What follows belongs to an exercise in optimizing a design on an open flow for small area, a short achievable clock period and few clock cycles per item; a production flow would make more cautious choices. At most, simulation tests tie the RTL to the original design; equivalence was not proved. The RTL of run 1 was laid out without a check of its function. The flow treats the clock pin as an ideal source, which a real chip does not have. Power is estimated from default activity; no workload was simulated.

==> flow/design.v (outline; a module is shown in full before it is edited, if it fits) <==
// module Convolution: 2388 lines
// module fa: 6 lines
// module skm_g: 5 lines
// module skm_t: 5 lines
// module skm_x: 5 lines
// module skm_o00001: 6 lines
// module skm_o00091: 6 lines
// module skm_o00111: 6 lines
// module skm_o00191: 6 lines
// module skm_o11000: 6 lines
// module skm_o11110: 6 lines
// module skm_o11190: 6 lines
// module skm_s0: 5 lines
// module skm_s1: 5 lines
// module wsel: 7 lines
module Convolution(clk, rst_n, in_valid, weight_valid,
  In_IFM_1, In_IFM_2, In_IFM_3, In_IFM_4, In_IFM_5, In_IFM_6, In_IFM_7, In_IFM_8, In_IFM_9,
  In_Weight_1, In_Weight_2, In_Weight_3, In_Weight_4, In_Weight_5, In_Weight_6, In_Weight_7, In_Weight_8, In_Weight_9,
  out_valid, Out_OFM);
  // ...
==> flow/flow/run.sh <==
#!/bin/bash
# Own flow: the standard ORFS flow (standard synthesis, same steps and scripts), with
#  - port buffers of a plain small buffer cell (every input and output port still gets one),
#  - a tighter setup-slack target for the resizer's timing repair (flow/margin.txt),
#  - optionally (flow/post_cts.tcl) a step after clock-tree synthesis that sizes down cells
#    that are faster than needed, keeping the same setup-slack target.
# Each tool's full output goes to flow_orfs.log in this folder; ORFS's per-step logs stay
# under orfs/logs/.
set -euo pipefail
MARGIN=$(cat flow/margin.txt 2>/dev/null || echo 5.0)
export BUFFER_PORTS_ARGS="-buffer_cell sky130_fd_sc_hd__buf_1"
if [[ -f flow/post_cts.tcl ]]; then
  export POST_CTS_TCL=$PWD/flow/post_cts.tcl
fi
export OWN_MARGIN=$MARGIN
bash standard.sh SETUP_SLACK_MARGIN=$MARGIN finish > flow_orfs.log 2>&1
==> flow/flow/margin.txt <==
5.35
==> flow/flow/post_cts.tcl <==
# After clock-tree synthesis and its timing repair: size down cells on paths with more
# setup slack than the target, then legalise the placement again.
estimate_parasitics -placement
repair_timing -recover_power 100 -setup_margin $::env(OWN_MARGIN) -verbose
detailed_placement
check_placement -verbose
==> flow/standard.sh <==
#!/bin/bash
# synth_recipe.tcl (not shown) runs the flow's synth.tcl, then flattens the netlist and writes it again
# the make line also repeats each setting of config.mk as NAME=value (left out here)
make -C /OpenROAD-flow-scripts/flow DESIGN_CONFIG=/design/flow/config.mk WORK_HOME=/design/flow/orfs CLKGATE_MAP_FILE= SYNTH_SCRIPT=/design/flow/synth_recipe.tcl "${@:-finish}"
==> flow/config.mk <==
export PLATFORM = sky130hd
export DESIGN_NAME = Convolution
export DESIGN_NICKNAME = Convolution
export VERILOG_FILES = /design/flow/design.v
export SDC_FILE = /design/flow/constraint.sdc
export NUM_CORES = 8
export LEC_CHECK = 0
export ABC_CLOCK_PERIOD_IN_PS = 2000
export CAP_MARGIN = 20
export CORE_MARGIN = 2
export CORE_UTILIZATION = 60
export CTS_CLUSTER_DIAMETER = 100
export CTS_CLUSTER_SIZE = 20
export PLACE_DENSITY = 0.7
export SLEW_MARGIN = 20
export SYNTH_HIERARCHICAL = 1
==> flow/constraint.sdc <==
create_clock -name core_clock -period 8.0 [get_ports {clk}]
set_input_delay 1.6000 -clock core_clock [delete_from_list [all_inputs] [get_ports {clk}]]
set_output_delay 1.6000 -clock core_clock [all_outputs]
set_load 0.01 [all_outputs]
==> metrics.cfg, run 1 <==
[timing]
setup-violations-final = 0
tightest_slew_ps = 517.4
relSlewSlack_pct = 65.46
layout_min_cycle_time_ps = 2645
finClkSkew_ps = 29.18
post-route-period-util_pct = 33.06

[setup_path]
cp_max_fo = 1
cpPeakStageDelay_ps = 380
crit_start = vld[3]
cp.required_ps = 6400
crit_chain = clkbuf_2
slowest_stage = dfrtp_1
cpLargestDelayFamily = flip-flops

[clock_tree]
clock_sinks = 391
clkLatencyLatePin_ps = 570
clk_pin_slew_ps = 80
cts_tree = done

[status]
status = finished clean

[layout]
clkCellAreaFrac_pct = 2.408
buffer_area_share_pct = 2.752
multi_input_area_um2 = 14900
seq_share_pct = 31.73
final_cell_mix = nand2_1 (597), fa_1 (557), dfxtp_1 (387)
design_area_um2 = 24740
final_common_cell = nand2_1
num-clock-buffers = 25
synthToLayoutAreaGrowth_pct = -0.01001
layout.nets = 2637
inv_count = 11

[pwr]
p_seq_uw = 3250
power.density_nw_per_um2 = 449.2
vdd_drop_max_mv = 0.3731
p_comb_uw = 6700
power_leader = combinational cells

[floorplan]
fp.dieH_um = 207.1
initial_utilization_pct = 60.72
die_w_um = 207.1

[placed_design]
gp_congestion = 0.9584

[routing]
dr.pass1.iters = 6
met3WireLength_um = 7308

[run]
maxCapViolations = 0

[global_routing]
grt.total_usage_pct = 30.26
grt-ovfl-total = 0

[yosys]
synthCells = 1877

==> run 2: changes to the inputs <==
--- a/flow/design.v
+++ b/flow/design.v
@@ -246,24 +246,16 @@
 reg k1_969;
 reg k1_970;
 reg k1_971;
 reg k1_972;
 reg k1_973;
 reg k1_974;
 reg k1_975;
 reg k1_976;
-reg k2_1239;
-reg k2_1240;
-reg k2_1241;
-reg k2_1242;
-reg k2_1243;
-reg k2_1244;
-reg k2_1245;
-reg k2_1246;
 reg k2_1247;
 reg k2_1248;
 reg k2_1249;
 reg k2_1250;
 reg k2_1251;
 reg k2_1252;
 reg k2_1253;
 reg k2_1254;
@@ -293,16 +285,21 @@
 reg k2_1278;
 reg k2_1279;
 reg k2_1280;
 reg k2_1281;
 reg k2_1282;
 reg k2_1283;
 reg k2_1284;
 reg k2_1285;
+reg k2_1286;
+reg k2_1287;
+reg k2_1288;
+reg k2_1289;
+reg k2_1290;
 wire pp1_0_0 = ~(x1[0] & w1[0]);
 wire pp1_0_1 = ~(x1[0] & w1[1]);
 wire pp1_0_2 = ~(x1[0] & w1[2]);
 wire pp1_0_3 = ~(x1[0] & w1[3]);
 wire pp1_0_4 = ~(x1[0] & w1[4]);
 wire pp1_0_5 = ~(x1[0] & w1[5]);
 wire pp1_0_6 = ~(x1[0] & w1[6]);
 wire pp1_0_7 = ~(x1[0] & w1[7]);
@@ -1754,245 +1751,247 @@
 fa u_s1053(.a(s1041), .b(s1043), .c(s1045), .s(s1053), .co(c1054));
 wire s1055, c1056;
 fa u_s1055(.a(s1047), .b(c1026), .c(c1028), .s(s1055), .co(c1056));
 wire s1057, c1058;
 fa u_s1057(.a(c1030), .b(s1049), .c(s1051), .s(s1057), .co(c1058));
 wire s1059, c1060;
 fa u_s1059(.a(s1053), .b(c1032), .c(s1055), .s(s1059), .co(c1060));
 wire s1061, c1062;
-fa u_s1061(.a(k1_870), .b(k1_871), .c(k1_872), .s(s1061), .co(c1062));
+fa u_s1061(.a(c1034), .b(s1057), .c(c1036), .s(s1061), .co(c1062));
 wire s1063, c1064;
-fa u_s1063(.a(k1_873), .b(k1_874), .c(k1_875), .s(s1063), .co(c1064));
+fa u_s1063(.a(k1_870), .b(k1_871), .c(k1_872), .s(s1063), .co(c1064));
 wire s1065, c1066;
-fa u_s1065(.a(k1_876), .b(k1_877), .c(k1_878), .s(s1065), .co(c1066));
+fa u_s1065(.a(k1_873), .b(k1_874), .c(k1_875), .s(s1065), .co(c1066));
 wire s1067, c1068;
-fa u_s1067(.a(k1_879), .b(k1_880), .c(k1_881), .s(s1067), .co(c1068));
+fa u_s1067(.a(k1_876), .b(k1_877), .c(k1_878), .s(s1067), .co(c1068));
 wire s1069, c1070;
-fa u_s1069(.a(k1_882), .b(k1_883), .c(k1_884), .s(s1069), .co(c1070));
+fa u_s1069(.a(k1_879), .b(k1_880), .c(k1_881), .s(s1069), .co(c1070));
 wire s1071, c1072;
-fa u_s1071(.a(k1_885), .b(k1_886), .c(k1_887), .s(s1071), .co(c1072));
+fa u_s1071(.a(k1_882), .b(k1_883), .c(k1_884), .s(s1071), .co(c1072));
 wire s1073, c1074;
-fa u_s1073(.a(k1_888), .b(c1038), .c(c1040), .s(s1073), .co(c1074));
+fa u_s1073(.a(k1_885), .b(k1_886), .c(k1_887), .s(s1073), .co(c1074));
 wire s1075, c1076;
-fa u_s1075(.a(c1042), .b(c1044), .c(c1046), .s(s1075), .co(c1076));
+fa u_s1075(.a(k1_888), .b(c1038), .c(c1040), .s(s1075), .co(c1076));
 wire s1077, c1078;
-fa u_s1077(.a(c1048), .b(s1061), .c(s1063), .s(s1077), .co(c1078));
+fa u_s1077(.a(c1042), .b(c1044), .c(c1046), .s(s1077), .co(c1078));
 wire s1079, c1080;
-fa u_s1079(.a(s1065), .b(s1067), .c(s1069), .s(s1079), .co(c1080));
+fa u_s1079(.a(c1048), .b(s1063), .c(s1065), .s(s1079), .co(c1080));
 wire s1081, c1082;
-fa u_s1081(.a(s1071), .b(c1050), .c(c1052), .s(s1081), .co(c1082));
+fa u_s1081(.a(s1067), .b(s1069), .c(s1071), .s(s1081), .co(c1082));
 wire s1083, c1084;
-fa u_s1083(.a(s1073), .b(c1054), .c(s1075), .s(s1083), .co(c1084));
+fa u_s1083(.a(s1073), .b(c1050), .c(c1052), .s(s1083), .co(c1084));
 wire s1085, c1086;
-fa u_s1085(.a(s1077), .b(s1079), .c(c1056), .s(s1085), .co(c1086));
+fa u_s1085(.a(s1075), .b(c1054), .c(s1077), .s(s1085), .co(c1086));
 wire s1087, c1088;
-fa u_s1087(.a(s1081), .b(c1058), .c(s1083), .s(s1087), .co(c1088));
+fa u_s1087(.a(s1079), .b(s1081), .c(c1056), .s(s1087), .co(c1088));
 wire s1089, c1090;
-fa u_s1089(.a(k1_889), .b(k1_890), .c(k1_891), .s(s1089), .co(c1090));
+fa u_s1089(.a(s1083), .b(c1058), .c(s1085), .s(s1089), .co(c1090));
 wire s1091, c1092;
-fa u_s1091(.a(k1_892), .b(k1_893), .c(k1_894), .s(s1091), .co(c1092));
+fa u_s1091(.a(k1_889), .b(k1_890), .c(k1_891), .s(s1091), .co(c1092));
 wire s1093, c1094;
-fa u_s1093(.a(k1_895), .b(k1_896), .c(k1_897), .s(s1093), .co(c1094));
+fa u_s1093(.a(k1_892), .b(k1_893), .c(k1_894), .s(s1093), .co(c1094));
 wire s1095, c1096;
-fa u_s1095(.a(k1_898), .b(k1_899), .c(k1_900), .s(s1095), .co(c1096));
+fa u_s1095(.a(k1_895), .b(k1_896), .c(k1_897), .s(s1095), .co(c1096));
 wire s1097, c1098;
-fa u_s1097(.a(k1_901), .b(k1_902), .c(k1_903), .s(s1097), .co(c1098));
+fa u_s1097(.a(k1_898), .b(k1_899), .c(k1_900), .s(s1097), .co(c1098));
 wire s1099, c1100;
-fa u_s1099(.a(k1_904), .b(k1_905), .c(k1_906), .s(s1099), .co(c1100));
+fa u_s1099(.a(k1_901), .b(k1_902), .c(k1_903), .s(s1099), .co(c1100));
 wire s1101, c1102;
-fa u_s1101(.a(k1_907), .b(k1_908), .c(c1062), .s(s1101), .co(c1102));
+fa u_s1101(.a(k1_904), .b(k1_905), .c(k1_906), .s(s1101), .co(c1102));
 wire s1103, c1104;
-fa u_s1103(.a(c1064), .b(c1066), .c(c1068), .s(s1103), .co(c1104));
+fa u_s1103(.a(k1_907), .b(k1_908), .c(c1064), .s(s1103), .co(c1104));
 wire s1105, c1106;
-fa u_s1105(.a(c1070), .b(c1072), .c(s1089), .s(s1105), .co(c1106));
+fa u_s1105(.a(c1066), .b(c1068), .c(c1070), .s(s1105), .co(c1106));
 wire s1107, c1108;
-fa u_s1107(.a(s1091), .b(s1093), .c(s1095), .s(s1107), .co(c1108));
+fa u_s1107(.a(c1072), .b(c1074), .c(s1091), .s(s1107), .co(c1108));
 wire s1109, c1110;
-fa u_s1109(.a(s1097), .b(s1099), .c(c1074), .s(s1109), .co(c1110));
+fa u_s1109(.a(s1093), .b(s1095), .c(s1097), .s(s1109), .co(c1110));
 wire s1111, c1112;
-fa u_s1111(.a(s1101), .b(c1076), .c(c1078), .s(s1111), .co(c1112));
+fa u_s1111(.a(s1099), .b(s1101), .c(c1076), .s(s1111), .co(c1112));
 wire s1113, c1114;
-fa u_s1113(.a(c1080), .b(s1103), .c(s1105), .s(s1113), .co(c1114));
+fa u_s1113(.a(s1103), .b(c1078), .c(c1080), .s(s1113), .co(c1114));
 wire s1115, c1116;
-fa u_s1115(.a(s1107), .b(s1109), .c(c1082), .s(s1115), .co(c1116));
+fa u_s1115(.a(c1082), .b(s1105), .c(s1107), .s(s1115), .co(c1116));
 wire s1117, c1118;
-fa u_s1117(.a(c1084), .b(s1111), .c(s1113), .s(s1117), .co(c1118));
+fa u_s1117(.a(s1109), .b(s1111), .c(c1084), .s(s1117), .co(c1118));
 wire s1119, c1120;
-fa u_s1119(.a(k1_909), .b(k1_910), .c(k1_911), .s(s1119), .co(c1120));
+fa u_s1119(.a(c1086), .b(s1113), .c(s1115), .s(s1119), .co(c1120));
 wire s1121, c1122;
-fa u_s1121(.a(k1_912), .b(k1_913), .c(k1_914), .s(s1121), .co(c1122));
+fa u_s1121(.a(k1_909), .b(k1_910), .c(k1_911), .s(s1121), .co(c1122));
 wire s1123, c1124;
-fa u_s1123(.a(k1_915), .b(k1_916), .c(k1_917), .s(s1123), .co(c1124));
+fa u_s1123(.a(k1_912), .b(k1_913), .c(k1_914), .s(s1123), .co(c1124));
 wire s1125, c1126;
-fa u_s1125(.a(k1_918), .b(k1_919), .c(k1_920), .s(s1125), .co(c1126));
+fa u_s1125(.a(k1_915), .b(k1_916), .c(k1_917), .s(s1125), .co(c1126));
 wire s1127, c1128;
-fa u_s1127(.a(k1_921), .b(k1_922), .c(k1_923), .s(s1127), .co(c1128));
+fa u_s1127(.a(k1_918), .b(k1_919), .c(k1_920), .s(s1127), .co(c1128));
 wire s1129, c1130;
-fa u_s1129(.a(k1_924), .b(k1_925), .c(c1090), .s(s1129), .co(c1130));
+fa u_s1129(.a(k1_921), .b(k1_922), .c(k1_923), .s(s1129), .co(c1130));
 wire s1131, c1132;
-fa u_s1131(.a(c1092), .b(c1094), .c(c1096), .s(s1131), .co(c1132));
+fa u_s1131(.a(k1_924), .b(k1_925), .c(c1092), .s(s1131), .co(c1132));
 wire s1133, c1134;
-fa u_s1133(.a(c1098), .b(c1100), .c(s1119), .s(s1133), .co(c1134));
+fa u_s1133(.a(c1094), .b(c1096), .c(c1098), .s(s1133), .co(c1134));
 wire s1135, c1136;
-fa u_s1135(.a(s1121), .b(s1123), .c(s1125), .s(s1135), .co(c1136));
+fa u_s1135(.a(c1100), .b(c1102), .c(s1121), .s(s1135), .co(c1136));
 wire s1137, c1138;
-fa u_s1137(.a(s1127), .b(c1102), .c(s1129), .s(s1137), .co(c1138));
+fa u_s1137(.a(s1123), .b(s1125), .c(s1127), .s(s1137), .co(c1138));
 wire s1139, c1140;
-fa u_s1139(.a(c1104), .b(c1106), .c(c1108), .s(s1139), .co(c1140));
+fa u_s1139(.a(s1129), .b(c1104), .c(s1131), .s(s1139), .co(c1140));
 wire s1141, c1142;
-fa u_s1141(.a(s1131), .b(s1133), .c(s1135), .s(s1141), .co(c1142));
+fa u_s1141(.a(c1106), .b(c1108), .c(c1110), .s(s1141), .co(c1142));
 wire s1143, c1144;
-fa u_s1143(.a(c1110), .b(s1137), .c(c1112), .s(s1143), .co(c1144));
+fa u_s1143(.a(s1133), .b(s1135), .c(s1137), .s(s1143), .co(c1144));
 wire s1145, c1146;
-fa u_s1145(.a(c1114), .b(s1139), .c(s1141), .s(s1145), .co(c1146));
+fa u_s1145(.a(c1112), .b(s1139), .c(c1114), .s(s1145), .co(c1146));
 wire s1147, c1148;
-fa u_s1147(.a(k1_926), .b(k1_927), .c(k1_928), .s(s1147), .co(c1148));
+fa u_s1147(.a(c1116), .b(s1141), .c(s1143), .s(s1147), .co(c1148));
 wire s1149, c1150;
-fa u_s1149(.a(k1_929), .b(k1_930), .c(k1_931), .s(s1149), .co(c1150));
+fa u_s1149(.a(k1_926), .b(k1_927), .c(k1_928), .s(s1149), .co(c1150));
 wire s1151, c1152;
-fa u_s1151(.a(k1_932), .b(k1_933), .c(k1_934), .s(s1151), .co(c1152));
+fa u_s1151(.a(k1_929), .b(k1_930), .c(k1_931), .s(s1151), .co(c1152));
 wire s1153, c1154;
-fa u_s1153(.a(k1_935), .b(k1_936), .c(k1_937), .s(s1153), .co(c1154));
+fa u_s1153(.a(k1_932), .b(k1_933), .c(k1_934), .s(s1153), .co(c1154));
 wire s1155, c1156;
-fa u_s1155(.a(k1_938), .b(k1_939), .c(k1_940), .s(s1155), .co(c1156));
+fa u_s1155(.a(k1_935), .b(k1_936), .c(k1_937), .s(s1155), .co(c1156));
 wire s1157, c1158;
-fa u_s1157(.a(k1_941), .b(c1120), .c(c1122), .s(s1157), .co(c1158));
+fa u_s1157(.a(k1_938), .b(k1_939), .c(k1_940), .s(s1157), .co(c1158));
 wire s1159, c1160;
-fa u_s1159(.a(c1124), .b(c1126), .c(c1128), .s(s1159), .co(c1160));
+fa u_s1159(.a(k1_941), .b(c1122), .c(c1124), .s(s1159), .co(c1160));
 wire s1161, c1162;
-fa u_s1161(.a(s1147), .b(s1149), .c(s1151), .s(s1161), .co(c1162));
+fa u_s1161(.a(c1126), .b(c1128), .c(c1130), .s(s1161), .co(c1162));
 wire s1163, c1164;
-fa u_s1163(.a(s1153), .b(s1155), .c(c1130), .s(s1163), .co(c1164));
+fa u_s1163(.a(s1149), .b(s1151), .c(s1153), .s(s1163), .co(c1164));
 wire s1165, c1166;
-fa u_s1165(.a(c1132), .b(c1134), .c(s1157), .s(s1165), .co(c1166));
+fa u_s1165(.a(s1155), .b(s1157), .c(c1132), .s(s1165), .co(c1166));
 wire s1167, c1168;
-fa u_s1167(.a(c1136), .b(s1159), .c(s1161), .s(s1167), .co(c1168));
+fa u_s1167(.a(c1134), .b(c1136), .c(s1159), .s(s1167), .co(c1168));
 wire s1169, c1170;
-fa u_s1169(.a(c1138), .b(s1163), .c(c1140), .s(s1169), .co(c1170));
+fa u_s1169(.a(c1138), .b(s1161), .c(s1163), .s(s1169), .co(c1170));
 wire s1171, c1172;
-fa u_s1171(.a(c1142), .b(s1165), .c(s1167), .s(s1171), .co(c1172));
+fa u_s1171(.a(c1140), .b(s1165), .c(c1142), .s(s1171), .co(c1172));
 wire s1173, c1174;
-fa u_s1173(.a(k1_942), .b(k1_943), .c(k1_944), .s(s1173), .co(c1174));
+fa u_s1173(.a(c1144), .b(s1167), .c(s1169), .s(s1173), .co(c1174));
 wire s1175, c1176;
-fa u_s1175(.a(k1_945), .b(k1_946), .c(k1_947), .s(s1175), .co(c1176));
+fa u_s1175(.a(k1_942), .b(k1_943), .c(k1_944), .s(s1175), .co(c1176));
 wire s1177, c1178;
-fa u_s1177(.a(k1_948), .b(k1_949), .c(k1_950), .s(s1177), .co(c1178));
+fa u_s1177(.a(k1_945), .b(k1_946), .c(k1_947), .s(s1177), .co(c1178));
 wire s1179, c1180;
-fa u_s1179(.a(k1_951), .b(k1_952), .c(k1_953), .s(s1179), .co(c1180));
+fa u_s1179(.a(k1_948), .b(k1_949), .c(k1_950), .s(s1179), .co(c1180));
 wire s1181, c1182;
-fa u_s1181(.a(c1148), .b(c1150), .c(c1152), .s(s1181), .co(c1182));
+fa u_s1181(.a(k1_951), .b(k1_952), .c(k1_953), .s(s1181), .co(c1182));
 wire s1183, c1184;
-fa u_s1183(.a(c1154), .b(c1156), .c(s1173), .s(s1183), .co(c1184));
+fa u_s1183(.a(c1150), .b(c1152), .c(c1154), .s(s1183), .co(c1184));
 wire s1185, c1186;
-fa u_s1185(.a(s1175), .b(s1177), .c(s1179), .s(s1185), .co(c1186));
+fa u_s1185(.a(c1156), .b(c1158), .c(s1175), .s(s1185), .co(c1186));
 wire s1187, c1188;
-fa u_s1187(.a(c1158), .b(c1160), .c(c1162), .s(s1187), .co(c1188));
+fa u_s1187(.a(s1177), .b(s1179), .c(s1181), .s(s1187), .co(c1188));
 wire s1189, c1190;
-fa u_s1189(.a(s1181), .b(s1183), .c(s1185), .s(s1189), .co(c1190));
+fa u_s1189(.a(c1160), .b(c1162), .c(c1164), .s(s1189), .co(c1190));
 wire s1191, c1192;
-fa u_s1191(.a(c1164), .b(c1166), .c(s1187), .s(s1191), .co(c1192));
+fa u_s1191(.a(s1183), .b(s1185), .c(s1187), .s(s1191), .co(c1192));
 wire s1193, c1194;
-fa u_s1193(.a(k1_954), .b(k1_955), .c(k1_956), .s(s1193), .co(c1194));
+fa u_s1193(.a(c1166), .b(c1168), .c(s1189), .s(s1193), .co(c1194));
 wire s1195, c1196;
-fa u_s1195(.a(k1_957), .b(k1_958), .c(k1_959), .s(s1195), .co(c1196));
+fa u_s1195(.a(c1170), .b(s1191), .c(c1172), .s(s1195), .co(c1196));
 wire s1197, c1198;
-fa u_s1197(.a(k1_960), .b(k1_961), .c(k1_962), .s(s1197), .co(c1198));
+fa u_s1197(.a(k1_954), .b(k1_955), .c(k1_956), .s(s1197), .co(c1198));
 wire s1199, c1200;
-fa u_s1199(.a(c1174), .b(c1176), .c(c1178), .s(s1199), .co(c1200));
+fa u_s1199(.a(k1_957), .b(k1_958), .c(k1_959), .s(s1199), .co(c1200));
 wire s1201, c1202;
-fa u_s1201(.a(c1180), .b(s1193), .c(s1195), .s(s1201), .co(c1202));
+fa u_s1201(.a(k1_960), .b(k1_961), .c(k1_962), .s(s1201), .co(c1202));
 wire s1203, c1204;
-fa u_s1203(.a(s1197), .b(c1182), .c(c1184), .s(s1203), .co(c1204));
+fa u_s1203(.a(c1176), .b(c1178), .c(c1180), .s(s1203), .co(c1204));
 wire s1205, c1206;
-fa u_s1205(.a(c1186), .b(s1199), .c(s1201), .s(s1205), .co(c1206));
+fa u_s1205(.a(c1182), .b(s1197), .c(s1199), .s(s1205), .co(c1206));
 wire s1207, c1208;
-fa u_s1207(.a(c1188), .b(s1203), .c(c1190), .s(s1207), .co(c1208));
+fa u_s1207(.a(s1201), .b(c1184), .c(c1186), .s(s1207), .co(c1208));
 wire s1209, c1210;
-fa u_s1209(.a(k1_963), .b(k1_964), .c(k1_965), .s(s1209), .co(c1210));
+fa u_s1209(.a(c1188), .b(s1203), .c(s1205), .s(s1209), .co(c1210));
 wire s1211, c1212;
-fa u_s1211(.a(k1_966), .b(k1_967), .c(k1_968), .s(s1211), .co(c1212));
+fa u_s1211(.a(c1190), .b(s1207), .c(c1192), .s(s1211), .co(c1212));
 wire s1213, c1214;
-fa u_s1213(.a(k1_969), .b(k1_970), .c(c1194), .s(s1213), .co(c1214));
+fa u_s1213(.a(k1_963), .b(k1_964), .c(k1_965), .s(s1213), .co(c1214));
 wire s1215, c1216;
-fa u_s1215(.a(c1196), .b(c1198), .c(s1209), .s(s1215), .co(c1216));
+fa u_s1215(.a(k1_966), .b(k1_967), .c(k1_968), .s(s1215), .co(c1216));
 wire s1217, c1218;
-fa u_s1217(.a(s1211), .b(s1213), .c(c1200), .s(s1217), .co(c1218));
+fa u_s1217(.a(k1_969), .b(k1_970), .c(c1198), .s(s1217), .co(c1218));
 wire s1219, c1220;
-fa u_s1219(.a(c1202), .b(s1215), .c(c1204), .s(s1219), .co(c1220));
+fa u_s1219(.a(c1200), .b(c1202), .c(s1213), .s(s1219), .co(c1220));
 wire s1221, c1222;
-fa u_s1221(.a(k1_971), .b(k1_972), .c(k1_973), .s(s1221), .co(c1222));
+fa u_s1221(.a(s1215), .b(s1217), .c(c1204), .s(s1221), .co(c1222));
 wire s1223, c1224;
-fa u_s1223(.a(k1_974), .b(c1210), .c(c1212), .s(s1223), .co(c1224));
+fa u_s1223(.a(c1206), .b(s1219), .c(c1208), .s(s1223), .co(c1224));
 wire s1225, c1226;
-fa u_s1225(.a(s1221), .b(c1214), .c(c1216), .s(s1225), .co(c1226));
+fa u_s1225(.a(s1221), .b(c1210), .c(s1223), .s(s1225), .co(c1226));
 wire s1227, c1228;
-fa u_s1227(.a(s1223), .b(c1218), .c(s1225), .s(s1227), .co(c1228));
+fa u_s1227(.a(k1_971), .b(k1_972), .c(k1_973), .s(s1227), .co(c1228));
 wire s1229, c1230;
-fa u_s1229(.a(k1_975), .b(k1_976), .c(c1222), .s(s1229), .co(c1230));
+fa u_s1229(.a(k1_974), .b(c1214), .c(c1216), .s(s1229), .co(c1230));
 wire s1231, c1232;
-fa u_s1231(.a(c1224), .b(s1229), .c(c1226), .s(s1231), .co(c1232));
+fa u_s1231(.a(s1227), .b(c1218), .c(c1220), .s(s1231), .co(c1232));
 wire s1233, c1234;
-fa u_s1233(.a(1'b1), .b(k1_802), .c(k1_803), .s(s1233), .co(c1234));
+fa u_s1233(.a(s1229), .b(c1222), .c(s1231), .s(s1233), .co(c1234));
 wire s1235, c1236;
-fa u_s1235(.a(1'b1), .b(c1234), .c(s979), .s(s1235), .co(c1236));
+fa u_s1235(.a(k1_975), .b(k1_976), .c(c1228), .s(s1235), .co(c1236));
 wire s1237, c1238;
-fa u_s1237(.a(c980), .b(s985), .c(c1236), .s(s1237), .co(c1238));
-wire s1286, c1287;
-fa u_s1286(.a(1'b1), .b(k2_1243), .c(k2_1285), .s(s1286), .co(c1287));
-wire s1288, c1289;
-fa u_s1288(.a(1'b1), .b(k2_1244), .c(c1287), .s(s1288), .co(c1289));
-wire s1290, c1291;
-fa u_s1290(.a(k2_1245), .b(k2_1246), .c(k2_1247), .s(s1290), .co(c1291));
-wire s1292, c1293;
-fa u_s1292(.a(k2_1248), .b(k2_1249), .c(k2_1250), .s(s1292), .co(c1293));
-wire s1294, c1295;
-fa u_s1294(.a(k2_1252), .b(k2_1253), .c(k2_1254), .s(s1294), .co(c1295));
-wire s1296, c1297;
-fa u_s1296(.a(k2_1255), .b(k2_1256), .c(k2_1257), .s(s1296), .co(c1297));
-wire s1298, c1299;
-fa u_s1298(.a(k2_1259), .b(k2_1260), .c(k2_1261), .s(s1298), .co(c1299));
-wire s1300, c1301;
-fa u_s1300(.a(k2_1263), .b(k2_1264), .c(k2_1265), .s(s1300), .co(c1301));
-wire s1302, c1303;
-fa u_s1302(.a(k2_1267), .b(k2_1268), .c(k2_1269), .s(s1302), .co(c1303));
-wire s1304, c1305;
-fa u_s1304(.a(1'b1), .b(k2_1270), .c(k2_1271), .s(s1304), .co(c1305));
-wire s1306, c1307;
-fa u_s1306(.a(k2_1272), .b(k2_1273), .c(k2_1274), .s(s1306), .co(c1307));
-wire s1308, c1309;
-fa u_s1308(.a(k2_1275), .b(k2_1276), .c(k2_1277), .s(s1308), .co(c1309));
-wire s1310, c1311;
-fa u_s1310(.a(1'b1), .b(k2_1279), .c(k2_1280), .s(s1310), .co(c1311));
-wire s1312, c1313;
-fa u_s1312(.a(1'b1), .b(k2_1281), .c(k2_1282), .s(s1312), .co(c1313));
-wire s1314, c1315;
-fa u_s1314(.a(1'b1), .b(k2_1283), .c(k2_1284), .s(s1314), .co(c1315));
-wire s1316, c1317;
-fa u_s1316(.a(1'b1), .b(k2_1251), .c(c1291), .s(s1316), .co(c1317));
-wire s1318, c1319;
-fa u_s1318(.a(1'b1), .b(c1293), .c(s1294), .s(s1318), .co(c1319));
-wire s1320, c1321;
-fa u_s1320(.a(k2_1258), .b(c1295), .c(s1296), .s(s1320), .co(c1321));
-wire s1322, c1323;
-fa u_s1322(.a(k2_1262), .b(c1297), .c(s1298), .s(s1322), .co(c1323));
-wire s1324, c1325;
-fa u_s1324(.a(k2_1266), .b(c1299), .c(s1300), .s(s1324), .co(c1325));
-wire s1326, c1327;
-fa u_s1326(.a(c1301), .b(s1304), .c(s1302), .s(s1326), .co(c1327));
-wire s1328, c1329;
-fa u_s1328(.a(c1305), .b(c1303), .c(s1306), .s(s1328), .co(c1329));
-wire s1330, c1331;
-fa u_s1330(.a(k2_1278), .b(c1307), .c(s1308), .s(s1330), .co(c1331));
-wire s1332, c1333;
-fa u_s1332(.a(1'b1), .b(c1309), .c(s1310), .s(s1332), .co(c1333));
-wire s1334, c1335;
-fa u_s1334(.a(1'b1), .b(c1311), .c(s1312), .s(s1334), .co(c1335));
-wire s1336, c1337;
-fa u_s1336(.a(1'b1), .b(c1313), .c(s1314), .s(s1336), .co(c1337));
+fa u_s1237(.a(c1230), .b(s1235), .c(c1232), .s(s1237), .co(c1238));
+wire s1239, c1240;
+fa u_s1239(.a(1'b1), .b(k1_802), .c(k1_803), .s(s1239), .co(c1240));
+wire s1241, c1242;
+fa u_s1241(.a(1'b1), .b(c1240), .c(s979), .s(s1241), .co(c1242));
+wire s1243, c1244;
+fa u_s1243(.a(c980), .b(s985), .c(c1242), .s(s1243), .co(c1244));
+wire s1245, c1246;
+fa u_s1245(.a(1'b1), .b(s997), .c(c1244), .s(s1245), .co(c1246));
+wire s1291, c1292;
+fa u_s1291(.a(1'b1), .b(k2_1252), .c(k2_1290), .s(s1291), .co(c1292));
+wire s1293, c1294;
+fa u_s1293(.a(k2_1253), .b(k2_1254), .c(k2_1255), .s(s1293), .co(c1294));
+wire s1295, c1296;
+fa u_s1295(.a(1'b1), .b(k2_1256), .c(k2_1257), .s(s1295), .co(c1296));
+wire s1297, c1298;
+fa u_s1297(.a(k2_1258), .b(k2_1259), .c(k2_1260), .s(s1297), .co(c1298));
+wire s1299, c1300;
+fa u_s1299(.a(k2_1262), .b(k2_1263), .c(k2_1264), .s(s1299), .co(c1300));
+wire s1301, c1302;
+fa u_s1301(.a(k2_1266), .b(k2_1267), .c(k2_1268), .s(s1301), .co(c1302));
+wire s1303, c1304;
+fa u_s1303(.a(k2_1270), .b(k2_1271), .c(k2_1272), .s(s1303), .co(c1304));
+wire s1305, c1306;
+fa u_s1305(.a(k2_1274), .b(k2_1275), .c(k2_1276), .s(s1305), .co(c1306));
+wire s1307, c1308;
+fa u_s1307(.a(k2_1277), .b(k2_1278), .c(k2_1279), .s(s1307), .co(c1308));
+wire s1309, c1310;
+fa u_s1309(.a(1'b1), .b(k2_1281), .c(k2_1282), .s(s1309), .co(c1310));
+wire s1311, c1312;
+fa u_s1311(.a(k2_1283), .b(k2_1284), .c(k2_1285), .s(s1311), .co(c1312));
+wire s1313, c1314;
+fa u_s1313(.a(1'b1), .b(k2_1286), .c(k2_1287), .s(s1313), .co(c1314));
+wire s1315, c1316;
+fa u_s1315(.a(1'b1), .b(k2_1288), .c(k2_1289), .s(s1315), .co(c1316));
+wire s1317, c1318;
+fa u_s1317(.a(1'b1), .b(k2_1261), .c(c1296), .s(s1317), .co(c1318));
+wire s1319, c1320;
+fa u_s1319(.a(k2_1265), .b(c1298), .c(s1299), .s(s1319), .co(c1320));
+wire s1321, c1322;
+fa u_s1321(.a(k2_1269), .b(c1300), .c(s1301), .s(s1321), .co(c1322));
+wire s1323, c1324;
+fa u_s1323(.a(k2_1273), .b(c1302), .c(s1303), .s(s1323), .co(c1324));
+wire s1325, c1326;
+fa u_s1325(.a(1'b1), .b(c1304), .c(s1305), .s(s1325), .co(c1326));
+wire s1327, c1328;
+fa u_s1327(.a(k2_1280), .b(c1306), .c(s1307), .s(s1327), .co(c1328));
+wire s1329, c1330;
+fa u_s1329(.a(1'b1), .b(c1308), .c(s1309), .s(s1329), .co(c1330));
+wire s1331, c1332;
+fa u_s1331(.a(1'b1), .b(c1310), .c(s1311), .s(s1331), .co(c1332));
+wire s1333, c1334;
+fa u_s1333(.a(1'b1), .b(c1312), .c(s1313), .s(s1333), .co(c1334));
+wire s1335, c1336;
+fa u_s1335(.a(1'b1), .b(c1314), .c(s1315), .s(s1335), .co(c1336));
 always @(posedge clk) begin
   k1_801 <= s7;
   k1_802 <= s25;
   k1_803 <= s27;
   k1_804 <= s53;
   k1_805 <= s55;
   k1_806 <= c28;
   k1_807 <= s57;
@@ -2160,66 +2159,63 @@
   k1_969 <= c780;
   k1_970 <= s795;
   k1_971 <= s797;
   k1_972 <= c794;
   k1_973 <= c796;
   k1_974 <= s799;
   k1_975 <= c798;
   k1_976 <= c800;
-  k2_1239 <= k1_801;
-  k2_1240 <= s1233;
-  k2_1241 <= s1235;
-  k2_1242 <= s1237;
-  k2_1243 <= s997;
-  k2_1244 <= s1015;
-  k2_1245 <= s1033;
-  k2_1246 <= c1016;
-  k2_1247 <= s1035;
-  k2_1248 <= c1034;
-  k2_1249 <= s1057;
-  k2_1250 <= c1036;
-  k2_1251 <= s1059;
-  k2_1252 <= c1060;
-  k2_1253 <= s1085;
-  k2_1254 <= s1087;
-  k2_1255 <= c1086;
-  k2_1256 <= s1115;
-  k2_1257 <= c1088;
-  k2_1258 <= s1117;
-  k2_1259 <= c1116;
-  k2_1260 <= s1143;
-  k2_1261 <= c1118;
-  k2_1262 <= s1145;
-  k2_1263 <= c1144;
-  k2_1264 <= s1169;
-  k2_1265 <= c1146;
-  k2_1266 <= s1171;
-  k2_1267 <= c1168;
-  k2_1268 <= s1189;
-  k2_1269 <= c1170;
-  k2_1270 <= s1191;
-  k2_1271 <= c1172;
-  k2_1272 <= s1205;
-  k2_1273 <= c1192;
-  k2_1274 <= s1207;
-  k2_1275 <= s1217;
-  k2_1276 <= c1206;
-  k2_1277 <= s1219;
-  k2_1278 <= c1208;
-  k2_1279 <= c1220;
-  k2_1280 <= s1227;
-  k2_1281 <= c1228;
-  k2_1282 <= s1231;
-  k2_1283 <= c1230;
-  k2_1284 <= c1232;
-  k2_1285 <= c1238;
+  k2_1247 <= k1_801;
+  k2_1248 <= s1239;
+  k2_1249 <= s1241;
+  k2_1250 <= s1243;
+  k2_1251 <= s1245;
+  k2_1252 <= s1015;
+  k2_1253 <= s1033;
+  k2_1254 <= c1016;
+  k2_1255 <= s1035;
+  k2_1256 <= s1059;
+  k2_1257 <= s1061;
+  k2_1258 <= c1060;
+  k2_1259 <= s1087;
+  k2_1260 <= s1089;
+  k2_1261 <= c1062;
+  k2_1262 <= c1088;
+  k2_1263 <= s1117;
+  k2_1264 <= c1090;
+  k2_1265 <= s1119;
+  k2_1266 <= c1118;
+  k2_1267 <= s1145;
+  k2_1268 <= c1120;
+  k2_1269 <= s1147;
+  k2_1270 <= c1146;
+  k2_1271 <= s1171;
+  k2_1272 <= c1148;
+  k2_1273 <= s1173;
+  k2_1274 <= s1193;
+  k2_1275 <= c1174;
+  k2_1276 <= s1195;
+  k2_1277 <= s1209;
+  k2_1278 <= c1194;
+  k2_1279 <= s1211;
+  k2_1280 <= c1196;
+  k2_1281 <= c1212;
+  k2_1282 <= s1225;
+  k2_1283 <= c1224;
+  k2_1284 <= s1233;
+  k2_1285 <= c1226;
+  k2_1286 <= c1234;
+  k2_1287 <= s1237;
+  k2_1288 <= c1236;
+  k2_1289 <= c1238;
+  k2_1290 <= c1246;
 end
-wire [13:0] fa_a = {1'b1,c1315,s1336,s1334,s1332,s1330,s1328,s1326,s1324,s1322,s1320,s1318,s1292,s1290};
-wire [13:0] fa_b = {1'b1,c1337,c1335,c1333,c1331,c1329,c1327,c1325,c1323,c1321,c1319,c1317,s1316,c1289};
+wire [13:0] fa_a = {1'b1,c1316,s1335,s1333,s1331,s1329,s1327,s1325,s1323,s1321,s1319,s1297,c1294,c1292};
+wire [13:0] fa_b = {1'b1,c1336,c1334,c1332,c1330,c1328,c1326,c1324,c1322,c1320,c1318,s1317,s1295,s1293};
 wire [13:0] hi;
 wire cg0, cp0;
 skm_g u_cg0(.a(fa_a[0]), .b(fa_b[0]), .y(cg0));
 skm_x u_cp0(.a(fa_a[0]), .b(fa_b[0]), .y(cp0));
 wire ct0;
 skm_t u_ct0(.a(fa_a[0]), .b(fa_b[0]), .y(ct0));
 wire cg1, cp1;
 skm_g u_cg1(.a(fa_a[1]), .b(fa_b[1]), .y(cg1));
@@ -2378,17 +2374,17 @@
 skm_s0 u_sum7(.p(cp7), .c(pg2_6), .s(hi[7]));
 skm_s0 u_sum8(.p(cp8), .c(pg2_7), .s(hi[8]));
 skm_s1 u_sum9(.p(cp9), .c(pg3_8), .s(hi[9]));
 skm_s1 u_sum10(.p(cp10), .c(pg3_9), .s(hi[10]));
 skm_s1 u_sum11(.p(cp11), .c(pg3_10), .s(hi[11]));
 skm_s1 u_sum12(.p(cp12), .c(pg3_11), .s(hi[12]));
 skm_s1 u_sum13(.p(cp13), .c(pg3_12), .s(hi[13]));
 reg [19:0] ofm;
-always @(posedge clk) ofm <= {hi, ~{s1288,s1286,k2_1242,k2_1241,k2_1240,k2_1239}};
+always @(posedge clk) ofm <= {hi, ~{s1291,k2_1251,k2_1250,k2_1249,k2_1248,k2_1247}};
 assign Out_OFM = {1'd0, ofm};
 endmodule
 module fa(a, b, c, s, co);
 input a, b, c;
 output s, co;
 assign s = a ^ b ^ c;
 assign co = (a & b) | (a & c) | (b & c);
 endmodule
==> flow/flow/margin.txt (replaced) <==
5.4
==> metrics.cfg, run 2 <==
[floorplan]
initial_utilization_pct = 60.62  ; was 60.72%
fp.dieH_um = 206.9  ; was 207.1 um
rows = 74  ; unchanged
fp.coreArea_um2 = 40740  ; unchanged
ios = 170  ; unchanged
die_w_um = 206.9  ; was 207.1 um
die-area_um2 = 42800  ; was 42870 um^2

[timing]
layout_min_cycle_time_ps = 2633  ; was 2645 ps
setup-violations-final = 0  ; unchanged
max_freq_mhz = 379.8  ; was 378.1 MHz
fin_tns_setup_ps = 0  ; unchanged
finClkSkew_ps = 17.59  ; was 29.18 ps
post-route-period-util_pct = 32.91  ; was 33.06%
relSlewSlack_pct = 58.25  ; was 65.46%
hold_viol = 0  ; unchanged
tightest_slew_ps = 626.2  ; was 517.4 ps
rsz0062_at_grt = yes  ; unchanged
slew_viol_final = 0  ; unchanged

[layout]
layout-drive-gt1-share_pct = 6.053  ; was 4.137%
antenna_cells = 0  ; unchanged
final_common_cell = nand2_1  ; unchanged
final_cells = 2465  ; was 2466
layout.nets = 2636  ; was 2637
largest_reg_flops = 20  ; unchanged
largest_register = ofm  ; unchanged
final_cell_mix = nand2_1 (597), fa_1 (537), dfxtp_1 (369)  ; was nand2_1 (597), fa_1 (557), dfxtp_1 (387)
synthToLayoutAreaGrowth_pct = 0.3849  ; was -0.01001%

[global_routing]
grt.total_usage_pct = 31.23  ; was 30.26%
grt_max_degree = 49  ; was 45
grt-ovfl-total = 0  ; unchanged
grt_pass1_wl_um = 94680  ; was 94380 um
grt_pass1_vias = 15500  ; was 15260
grt_antenna_before_repair = 2  ; was 0

[clock_tree]
clkLatencyLatePin_ps = 570  ; about the same
clk_pin_slew_ps = 90  ; was 80 ps
clock_sinks = 388  ; was 391
cts_tree = done  ; unchanged

[setup_path]
cp_max_fo = 1  ; unchanged
cp-start-kind = register  ; unchanged
cpPeakStageDelay_ps = 360  ; was 380 ps
crit_chain = clkbuf_2  ; unchanged
cp.arrival_ps = 1030  ; was 1040 ps
crit_end = out_valid  ; unchanged
r2r_end = k2_1257  ; was k1_814
path_buf_inv = 1  ; unchanged
slowest_stage = dfrtp_1  ; unchanged
cpLargestDelayFamily = flip-flops  ; unchanged
worst_setup_path_end_kind = output pin  ; unchanged
r2r_cells = 5  ; was 4
cp.depth = 1  ; unchanged
crit_start = vld[3]  ; unchanged
crit_type = register to output pin  ; unchanged
r2r_setup_slack_ps = 5370  ; about the same
reg2reg_from = k1_825  ; was x5[2]
cp.required_ps = 6400  ; about the same

[yosys]
synth_warnings = 7  ; unchanged
syn_avg_cell_area_um2 = 13.17  ; was 13.18 um^2
syn-cell-area_um2 = 24700  ; was 24740 um^2
synthCells = 1875  ; was 1877

[routing]
ant_nets = 0  ; unchanged
via_per_inst = 5.612  ; was 5.559
drtIter0Drc = 1260  ; was 1169
dr.pass1.iters = 6  ; unchanged
drc = 0  ; unchanged
routedWlPerCell_um = 24.91  ; was 24.95 um
postRouteWirelength_um = 61410  ; was 61540 um
num_vias = 13830  ; was 13710

[placed_design]
hpwl_um = 51670  ; was 51970 um
io_buffers = 168  ; unchanged
gp_congestion = 0.9422  ; was 0.9584
place_inst = 2437  ; was 2438

[pwr]
leakage_uw = 0.008833  ; was 0.008829 uW
power.density_nw_per_um2 = 453.1  ; was 449.2 nW/um^2
p_total_uw = 11230  ; was 11110 uW
vdd_drop_max_mv = 0.2971  ; was 0.3731 mV

[status]
status = finished clean  ; unchanged

[run]
maxCapViolations = 0  ; unchanged

[min_path]
worstHoldPathType = register to register  ; unchanged
worstHoldStart = k1_801  ; unchanged

==> run 2: area by class of cell <==
| class | count | area (um^2) |
|---|---|---|
| Inverter | 11 | 41.29 |
| Sequential cell | 388 | 7806 |
| Timing Repair Buffer | 169 | 710.7 |
| Tap cell | 532 | 665.6 |
| Fill cell | 3250 | 15950 |
| Multi-Input combinational cell | 1337 | 14970 |
| Clock buffer | 26 | 586.8 |
| Clock inverter | 2 | 13.76 |
==> run 2: worst min-delay path by stage <==
| stage | endpoint | depth (start not counted) |
|---|---|---|
| final | k2_1247 | 0 |
| after global routing | k2_1247 | 0 |
| after detailed placement | k2_1247 | 0 |
| after global placement | k2_1247 | 0 |
| after floorplan | k2_1247 | 0 |
==> run 2: where the power goes <==
part / internal, uW / leakage, uW / switching, uW
logic: 3070 / 0.00526 / 3770
clock network: 521 / 0.000295 / 637
registers: 2750 / 0.00327 / 489
==> run 2: routing by layer <==
metal	global-route usage [%]	vias to the layer above	wire, um
met2	46.79	835	27100
li1	-	5688	-
met3	9.341	144	6990
met4	15.70	4	3975
met5	1.498	-	99
met1	41.76	7163	23240
==> run 2: per-stage QoR <==
stage               area, um^2  setup WS [ps]  hold slack [ps]  utilization, %
floorplan                24760           5429            309.6               -
global placement         24340           4667            317.1           59.74
detailed placement       24340           4579            317.4           59.74
global route             24790           5289            360.3           60.86
finish                   24790           5367            345.5           60.86
Testbench counts of run 2, summed over its fixed seeds: cycles 824, items 800.
==> run 3: changes to the inputs <==
==> flow/flow/margin.txt (replaced) <==
5.35
==> metrics.cfg, run 3 <==
[setup_path]
slowest_stage = dfrtp_1  ; unchanged
crit_type = register to output pin  ; unchanged
cp.depth = 1  ; unchanged
cp-start-kind = register  ; unchanged
reg2reg_from = k1_825  ; unchanged
cp.arrival_ps = 1040  ; was 1030 ps
cp.required_ps = 6400  ; about the same
crit_chain = clkbuf_2  ; unchanged
crit_start = vld[3]  ; unchanged
cpPeakStageDelay_ps = 360  ; about the same
r2r_end = k2_1257  ; unchanged
worst_setup_path_end_kind = output pin  ; unchanged
cp_max_fo = 1  ; unchanged
cpLargestDelayFamily = flip-flops  ; unchanged
r2r_setup_slack_ps = 5370  ; about the same
crit_end = out_valid  ; unchanged
r2r_cells = 5  ; unchanged
path_buf_inv = 1  ; unchanged

[clock_tree]
clock_sinks = 388  ; unchanged
clkLatencyLatePin_ps = 570  ; about the same
clk_pin_slew_ps = 80  ; was 90 ps
cts_tree = done  ; unchanged

[global_routing]
grt_antenna_before_repair = 1  ; was 2
grt-ovfl-total = 0  ; unchanged
grt.total_usage_pct = 30.97  ; was 31.23%
grt_pass1_vias = 15200  ; was 15500
grt_max_degree = 49  ; unchanged
grt_pass1_wl_um = 94590  ; was 94680 um

[routing]
via_per_inst = 5.621  ; was 5.612
dr.pass1.iters = 6  ; unchanged
postRouteWirelength_um = 61340  ; was 61410 um
drtIter0Drc = 1421  ; was 1260
routedWlPerCell_um = 24.89  ; was 24.91 um
ant_nets = 0  ; unchanged
drc = 0  ; unchanged
num_vias = 13850  ; was 13830

[run]
maxCapViolations = 0  ; unchanged

[placed_design]
hpwl_um = 51780  ; was 51670 um
gp_congestion = 0.9617  ; was 0.9422
io_buffers = 168  ; unchanged

[min_path]
worstHoldPathType = register to register  ; unchanged
whs_path_depth = 0  ; unchanged

[layout]
layout.nets = 2637  ; was 2636
largest_reg_flops = 20  ; unchanged
antenna_cells = 0  ; unchanged
final_common_cell = nand2_1  ; unchanged
final_cell_mix = nand2_1 (597), fa_1 (542), dfxtp_1 (383)  ; was nand2_1 (597), fa_1 (537), dfxtp_1 (369)
synthToLayoutAreaGrowth_pct = 0.1521  ; was 0.3849%
layout-drive-gt1-share_pct = 4.917  ; was 6.053%
largest_register = ofm  ; unchanged

[timing]
fin_tns_setup_ps = 0  ; unchanged
tightest_slew_ps = 511.0  ; was 626.2 ps
post-route-period-util_pct = 32.94  ; was 32.91%
hold_viol = 0  ; unchanged
rsz0062_at_grt = yes  ; unchanged
max_freq_mhz = 379.5  ; was 379.8 MHz
setup-violations-final = 0  ; unchanged
finClkSkew_ps = 20.22  ; was 17.59 ps
layout_min_cycle_time_ps = 2635  ; was 2633 ps
slew_viol_final = 0  ; unchanged
worst_hold_slack_ps = 334.5  ; was 345.5 ps
relSlewSlack_pct = 65.90  ; was 58.25%

[yosys]
syn_avg_cell_area_um2 = 13.17  ; unchanged
syn-cell-area_um2 = 24700  ; unchanged
synth_warnings = 7  ; unchanged
synthCells = 1875  ; unchanged

[pwr]
power.density_nw_per_um2 = 453.5  ; was 453.1 nW/um^2
leakage_uw = 0.008826  ; was 0.008833 uW
vdd_drop_max_mv = 0.3566  ; was 0.2971 mV
p_total_uw = 11220  ; was 11230 uW

[floorplan]
die_w_um = 206.9  ; unchanged
die-area_um2 = 42800  ; unchanged
fp.coreArea_um2 = 40740  ; unchanged
rows = 74  ; unchanged
initial_utilization_pct = 60.62  ; unchanged
ios = 170  ; unchanged
fp.dieH_um = 206.9  ; unchanged

[status]
status = finished clean  ; unchanged

-- run 3: power breakdown --
group / switching (uW) / total, uW / leakage, uW / internal [uW]
registers: 486 / 3230 / 0.00327 / 2740
clock network: 640 / 1160 / 0.000293 / 519
logic: 3770 / 6830 / 0.00526 / 3060
-- run 3: final cells by class --
type | count | area (um^2)
Clock buffer | 25 | 583.1
Multi-Input combinational cell | 1337 | 14950
Inverter | 11 | 41.29
Sequential cell | 388 | 7789
Clock inverter | 1 | 16.27
Timing Repair Buffer | 170 | 688.2
Tap cell | 532 | 665.6
Fill cell | 3290 | 16000
-- run 3: how the worst min path moves through the flow --
stage | endpoint | start | slack [ps]
2_1_floorplan | k2_1247 | k1_801 | 310
3_3_place_gp | k2_1247 | k1_801 | 320
3_5_place_dp | k2_1247 | k1_801 | 320
5_1_grt | k2_1247 | k1_801 | 340
6_report | k2_1247 | k1_801 | 330
-- run 3: metrics by stage --
stage	util [%]	std cells	instance area, um^2	setup WS, ps
after floorplan	-	1890	24750	5389
after detailed placement	59.72	2437	24330	4627
final	60.72	2464	24740	5365
after global routing	60.72	2464	24740	5298
after global placement	59.72	2437	24330	4671
-- run 3: layer usage --
metal / track usage, % / wire length, um / vias up
met4: 13.02 / 3425 / 0
met1: 43.17 / 23530 / 7167
met5: 0 / 0 / -
li1: - / - / 5689
met3: 7.567 / 6979 / 137
met2: 47.14 / 27400 / 856
==> run 4: changes to the inputs <==
--- a/flow/config.mk
+++ b/flow/config.mk
@@ -9,8 +9,8 @@
 export CAP_MARGIN = 20
 export CORE_MARGIN = 2
-export CORE_UTILIZATION = 60
+export CORE_UTILIZATION = 70
 export CTS_CLUSTER_DIAMETER = 100
 export CTS_CLUSTER_SIZE = 20
-export PLACE_DENSITY = 0.7
+export PLACE_DENSITY = 0.8
 export SLEW_MARGIN = 20
 export SYNTH_HIERARCHICAL = 1
==> metrics.cfg, run 4 <==
[setup_path]
reg2reg_from = x6[1]  ; was k1_825
crit_start = vld[3]  ; unchanged
r2r_setup_slack_ps = 5370  ; about the same
worst_setup_path_end_kind = output pin  ; unchanged
crit_chain = clkbuf_2  ; unchanged
cpPeakStageDelay_ps = 370  ; was 360 ps
slowest_stage = dfrtp_1  ; unchanged
cp.arrival_ps = 1050  ; was 1040 ps
cp-start-kind = register  ; unchanged
path_buf_inv = 1  ; unchanged
cp.depth = 1  ; unchanged
cp_max_fo = 1  ; unchanged
cpLargestDelayFamily = flip-flops  ; unchanged
r2r_cells = 4  ; was 5
cp.required_ps = 6400  ; about the same
r2r_end = k1_851  ; was k2_1257
crit_type = register to output pin  ; unchanged
crit_end = out_valid  ; unchanged

[pwr]
seq_power_share_pct = 28.4  ; was 28.8%
p_total_uw = 11450  ; was 11220 uW
clkPwrFrac_pct = 10.2  ; was 10.3%
power.density_nw_per_um2 = 464.7  ; was 453.5 nW/um^2
vdd_drop_max_mv = 0.4111  ; was 0.3566 mV
swShare_pct = 44.34  ; was 43.68%
internal_power_uw = 6373  ; was 6318 uW
p_sw_uw = 5077  ; was 4900 uW
p_comb_share_pct = 61.4  ; was 60.9%
leakage_uw = 0.008800  ; was 0.008826 uW

[global_routing]
grt.total_usage_pct = 36.36  ; was 30.97%
grt_use_met3_pct = 6.834  ; was 7.567%
grt-ovfl-total = 0  ; unchanged
grt_pass1_wl_um = 94630  ; was 94590 um
grt_max_degree = 49  ; unchanged
grt_use_met2_pct = 55.07  ; was 47.14%
grt_antenna_before_repair = 0  ; was 1
grt_util_met1_pct = 50.06  ; was 43.17%
grt_pass1_vias = 15590  ; was 15200
grt.busiest_layer = met2  ; unchanged

[placed_design]
pre_cts_slack_ps = 4598  ; was 4627 ps
place_inst = 2360  ; was 2437
io_buffers = 168  ; unchanged
gp_congestion = 0.9646  ; was 0.9617
hpwl_um = 51160  ; was 51780 um

[routing]
postRouteWirelength_um = 61680  ; was 61340 um
via_per_inst = 5.965  ; was 5.621
drtIter0Drc = 1607  ; was 1421
ant_nets = 0  ; unchanged
dr.pass1.iters = 6  ; unchanged
drc = 0  ; unchanged
num_vias = 14250  ; was 13850
routedWlPerCell_um = 25.82  ; was 24.89 um

[layout]
synthToLayoutAreaGrowth_pct = -0.2180  ; was 0.1521%
layout-drive-gt1-share_pct = 5.018  ; was 4.917%
largest_register = ofm  ; unchanged
largest_reg_flops = 20  ; unchanged
fillers = 2369  ; was 3290
utilization_pct = 71.17  ; was 60.72%
final_cell_mix = nand2_1 (597), fa_1 (536), dfxtp_1 (381)  ; was nand2_1 (597), fa_1 (542), dfxtp_1 (383)
final_cells = 2389  ; was 2464
layout.nets = 2636  ; was 2637
final_common_cell = nand2_1  ; unchanged

[floorplan]
die_w_um = 191.8  ; was 206.9 um
rows = 68  ; was 74
fp.coreArea_um2 = 34630  ; was 40740 um^2
ios = 170  ; unchanged
initial_utilization_pct = 71.32  ; was 60.62%
fp.dieH_um = 191.8  ; was 206.9 um
die-area_um2 = 36800  ; was 42800 um^2

[clock_tree]
cts_tree = done  ; unchanged
clock_sinks = 388  ; unchanged
clkLatencyLatePin_ps = 580  ; was 570 ps
clk_pin_slew_ps = 80  ; about the same

[timing]
setup_ws_ps = 5353  ; was 5365 ps
post-route-period-util_pct = 33.09  ; was 32.94%
finClkSkew_ps = 37.17  ; was 20.22 ps
rsz0062_at_grt = yes  ; unchanged
slew_viol_final = 0  ; unchanged
max_freq_mhz = 377.8  ; was 379.5 MHz
setup-violations-final = 0  ; unchanged
layout_min_cycle_time_ps = 2647  ; was 2635 ps
relSlewSlack_pct = 58.66  ; was 65.90%
tightest_slew_ps = 620.1  ; was 511.0 ps
hold_viol = 0  ; unchanged
fin_tns_setup_ps = 0  ; unchanged

[min_path]
whs_path_depth = 0  ; unchanged
worstHoldStart = k1_801  ; unchanged
worstHoldPathType = register to register  ; unchanged

[yosys]
synthCells = 1875  ; unchanged
syn-cell-area_um2 = 24700  ; unchanged
synth_warnings = 7  ; unchanged
syn_avg_cell_area_um2 = 13.17  ; unchanged

[run]
maxCapViolations = 0  ; unchanged

[status]
status = finished clean  ; unchanged

-- run 4: per-layer routing --
layer  up-vias  routed length (um)  part of all wire, %
met5         -                   0                    0
met4         0                4630                  7.5
met3       203                6627                   11
met2      1022               27870                   45
met1      7338               22560                   37
li1       5688                   -                    -
-- run 4: how the worst min path moves through the flow --
stage                     slack [ps]      end
after floorplan                  310  k2_1247
after global placement           320  k2_1247
after detailed placement         320  k2_1247
after global routing             350  k2_1247
final                            330  k2_1247
-- run 4: stage by stage --
step	hold WS, ps	area, um^2
floorplan	309.6	24750
global placement	319.0	24230
finish	332.4	24640
detailed placement	317.5	24230
global route	351.0	24640
-- run 4: power by group through the flow --
stage                     registers [uW]  clock network [uW]  logic (uW)
after global routing                3310                1250        7810
after global placement              3240                   0        6530
after floorplan                     3070                   0        4890
after detailed placement            3270                   0        6930
final                               3250                1170        7030
-- run 4: cell type report --
type / instances / area [um^2] / share of cell area (%)
repair buffers: 169 / 661.9 / 2.686
flip-flops and latches: 388 / 7791 / 31.62
diodes: 1 / 2.502 / 0.01015
clock inverters: 4 / 27.53 / 0.1117
multi-input cells: 1337 / 14970 / 60.75
well taps: 455 / 569.3 / 2.310
inverters: 11 / 41.29 / 0.1675
clock buffers: 24 / 579.3 / 2.351
-- run 4: worst reg2reg max path, stage by stage, from the launching register on --
cell and delay, ps:
dfxtp_1 600, nand2_1 210, fa_1 590, fa_1 570, fa_1 510
==> run 5: changes to the inputs <==
--- a/flow/config.mk
+++ b/flow/config.mk
@@ -9,8 +9,8 @@
 export CAP_MARGIN = 20
 export CORE_MARGIN = 2
-export CORE_UTILIZATION = 70
+export CORE_UTILIZATION = 55
 export CTS_CLUSTER_DIAMETER = 100
 export CTS_CLUSTER_SIZE = 20
-export PLACE_DENSITY = 0.8
+export PLACE_DENSITY = 0.6
 export SLEW_MARGIN = 20
 export SYNTH_HIERARCHICAL = 1
==> metrics.cfg, run 5 <==
[routing]
drc = 0  ; unchanged
via_per_inst = 5.398  ; was 5.965
dr.pass1.iters = 5  ; was 6
drtIter0Drc = 1216  ; was 1607
postRouteWirelength_um = 63770  ; was 61680 um
ant_nets = 0  ; unchanged
num_vias = 13620  ; was 14250
routedWlPerCell_um = 25.27  ; was 25.82 um

[floorplan]
rows = 77  ; was 68
ios = 170  ; unchanged
fp.coreArea_um2 = 44320  ; was 34630 um^2
fp.dieH_um = 215.9  ; was 191.8 um
die_w_um = 215.9  ; was 191.8 um
initial_utilization_pct = 55.73  ; was 71.32%
die-area_um2 = 46620  ; was 36800 um^2

[pwr]
seq_power_share_pct = 28.2  ; was 28.4%
internal_power_uw = 6405  ; was 6373 uW
vdd_drop_max_mv = 0.3171  ; was 0.4111 mV
power.density_nw_per_um2 = 461.8  ; was 464.7 nW/um^2
swShare_pct = 44.14  ; was 44.34%
p_comb_share_pct = 61.7  ; was 61.4%
clkPwrFrac_pct = 10.1  ; was 10.2%
p_sw_uw = 5061  ; was 5077 uW
leakage_uw = 0.008826  ; was 0.008800 uW

[layout]
antenna_cells = 0  ; was 1
layout.nets = 2637  ; was 2636
largest_register = ofm  ; unchanged
final_cell_mix = nand2_1 (597), fa_1 (540), dfxtp_1 (381)  ; was nand2_1 (597), fa_1 (536), dfxtp_1 (381)
design_area_um2 = 24830  ; was 24640 um^2
largest_reg_flops = 20  ; unchanged
synthToLayoutAreaGrowth_pct = 0.5218  ; was -0.2180%
utilization_pct = 56.02  ; was 71.17%
layout-drive-gt1-share_pct = 5.590  ; was 5.018%
final_common_cell = nand2_1  ; unchanged

[min_path]
worstHoldPathType = register to register  ; unchanged

[setup_path]
cp.arrival_ps = 1040  ; was 1050 ps
worst_setup_path_end_kind = output pin  ; unchanged
cpPeakStageDelay_ps = 360  ; was 370 ps
cp-start-kind = register  ; unchanged
cp_max_fo = 1  ; unchanged
crit_chain = clkbuf_2  ; unchanged
path_buf_inv = 1  ; unchanged
cpLargestDelayFamily = flip-flops  ; unchanged
slowest_stage = dfrtp_1  ; unchanged
cp.required_ps = 6400  ; about the same
crit_type = register to output pin  ; unchanged

[timing]
setup-violations-final = 0  ; unchanged
post-route-period-util_pct = 33.04  ; was 33.09%
finClkSkew_ps = 14.42  ; was 37.17 ps
slew_viol_final = 0  ; unchanged
max_freq_mhz = 378.3  ; was 377.8 MHz
rsz0062_at_grt = yes  ; unchanged
hold_viol = 0  ; unchanged
relSlewSlack_pct = 61.46  ; was 58.66%
fin_tns_setup_ps = 0  ; unchanged
tightest_slew_ps = 577.3  ; was 620.1 ps
layout_min_cycle_time_ps = 2643  ; was 2647 ps

[global_routing]
grt_pass1_vias = 15400  ; was 15590
grt-ovfl-total = 0  ; unchanged
grt.total_usage_pct = 29.03  ; was 36.36%
grt_antenna_before_repair = 1  ; was 0
grt_max_degree = 46  ; was 49
grt_pass1_wl_um = 97850  ; was 94630 um

[placed_design]
io_buffers = 168  ; unchanged
hpwl_um = 54280  ; was 51160 um
gp_congestion = 0.9472  ; was 0.9646
dpl_cell_area_um2 = 24410  ; was 24230 um^2

[clock_tree]
clock_sinks = 388  ; unchanged
clk_pin_slew_ps = 80  ; about the same
cts_tree = done  ; unchanged
clkLatencyLatePin_ps = 570  ; was 580 ps

[run]
maxCapViolations = 0  ; unchanged

[yosys]
syn-cell-area_um2 = 24700  ; unchanged
synthCells = 1875  ; unchanged
syn_avg_cell_area_um2 = 13.17  ; unchanged
synth_warnings = 7  ; unchanged

[status]
status = finished clean  ; unchanged

run 5: final cells by class:
| class | instances | area (um^2) |
|---|---|---|
| Fill cell | 3826 | 19490 |
| Multi-Input combinational cell | 1337 | 14960 |
| Sequential cell | 388 | 7791 |
| Tap cell | 592 | 740.7 |
| Timing Repair Buffer | 170 | 695.7 |
| Clock buffer | 24 | 579.3 |
| Inverter | 11 | 41.29 |
| Clock inverter | 2 | 16.27 |
run 5: layer usage:
layer / GRT usage, % / share of wire, % / up-vias
met4: 11.92 / 5.2 / 0
met5: 0 / 0 / -
met3: 3.848 / 7.0 / 109
met1: 41.59 / 42 / 7186
met2: 45.33 / 46 / 638
li1: - / - / 5691
run 5: power groups by stage:
stage	clock, uW	combinational (uW)	sequential (uW)
detailed placement	0	7190	3280
global placement	0	7090	3260
floorplan	0	4890	3070
global route	1250	8050	3300
finish	1150	7080	3230
run 5: final timing paths:
check                           startpoint        end  slack, ps  cells after the start
worst max-delay path                vld[3]  out_valid       5360                      1
worst min-delay path                k1_801    k2_1247        330                      0
worst max register to register      k1_825    k2_1257       5380                      5
worst min register to register      k1_801    k2_1247        330                      0
max in group asynchronous            rst_n     vld[2]       6970                      1
min in group asynchronous            rst_n     vld[3]        850                      1
run 5: stage by stage:
stage | std cells | power, uW | worst slack, ps | hold WS (ps)
5_1_grt | 2524 | 12600 | 5311 | 347.9
3_5_place_dp | 2497 | 10460 | 4567 | 317.9
3_3_place_gp | 2497 | 10350 | 4628 | 314.5
6_report | 2524 | 11470 | 5357 | 333.3
2_1_floorplan | 1890 | 7962 | 5389 | 309.6

-- static timing again, ports no longer ideal --
No port has a modelled driver above. Below, the same layouts with a new extraction and two added sets of constraints. Step 1 sets driving cells, clkbuf_16 on the clock port and buf_2 on the other inputs (assumed; they add their load-dependent delay and slew). Step 2 adds t to the input delays and takes it off the output delays; t is the mean of the earliest and latest rising clock arrival at the registers after step 1. Input paths then give back, and output paths get back, about the clock's delay inside the block. Slacks: no drivers / after step 1 / after step 2; pairs: no drivers / after step 1.
| run | shift t [ns] | setup WS [ns] | worst setup path after step 2 |
|---|---|---|---|
| run 1 | 0.613 | 5.355 / 5.298 / 5.285 | input to register |
| run 2 | 0.611 | 5.367 / 5.314 / 4.829 | input to register |
| run 3 | 0.609 | 5.365 / 5.314 / 5.310 | input to register |
| run 4 | 0.617 | 5.353 / 5.298 / 4.776 | input to register |
| run 5 | 0.621 | 5.357 / 5.299 / 5.261 | input to register |
After both steps every run listed still meets setup and hold. The setup slack of run 4, which loses most, moves by -0.055 ns with the drivers and by -0.577 ns with both steps.
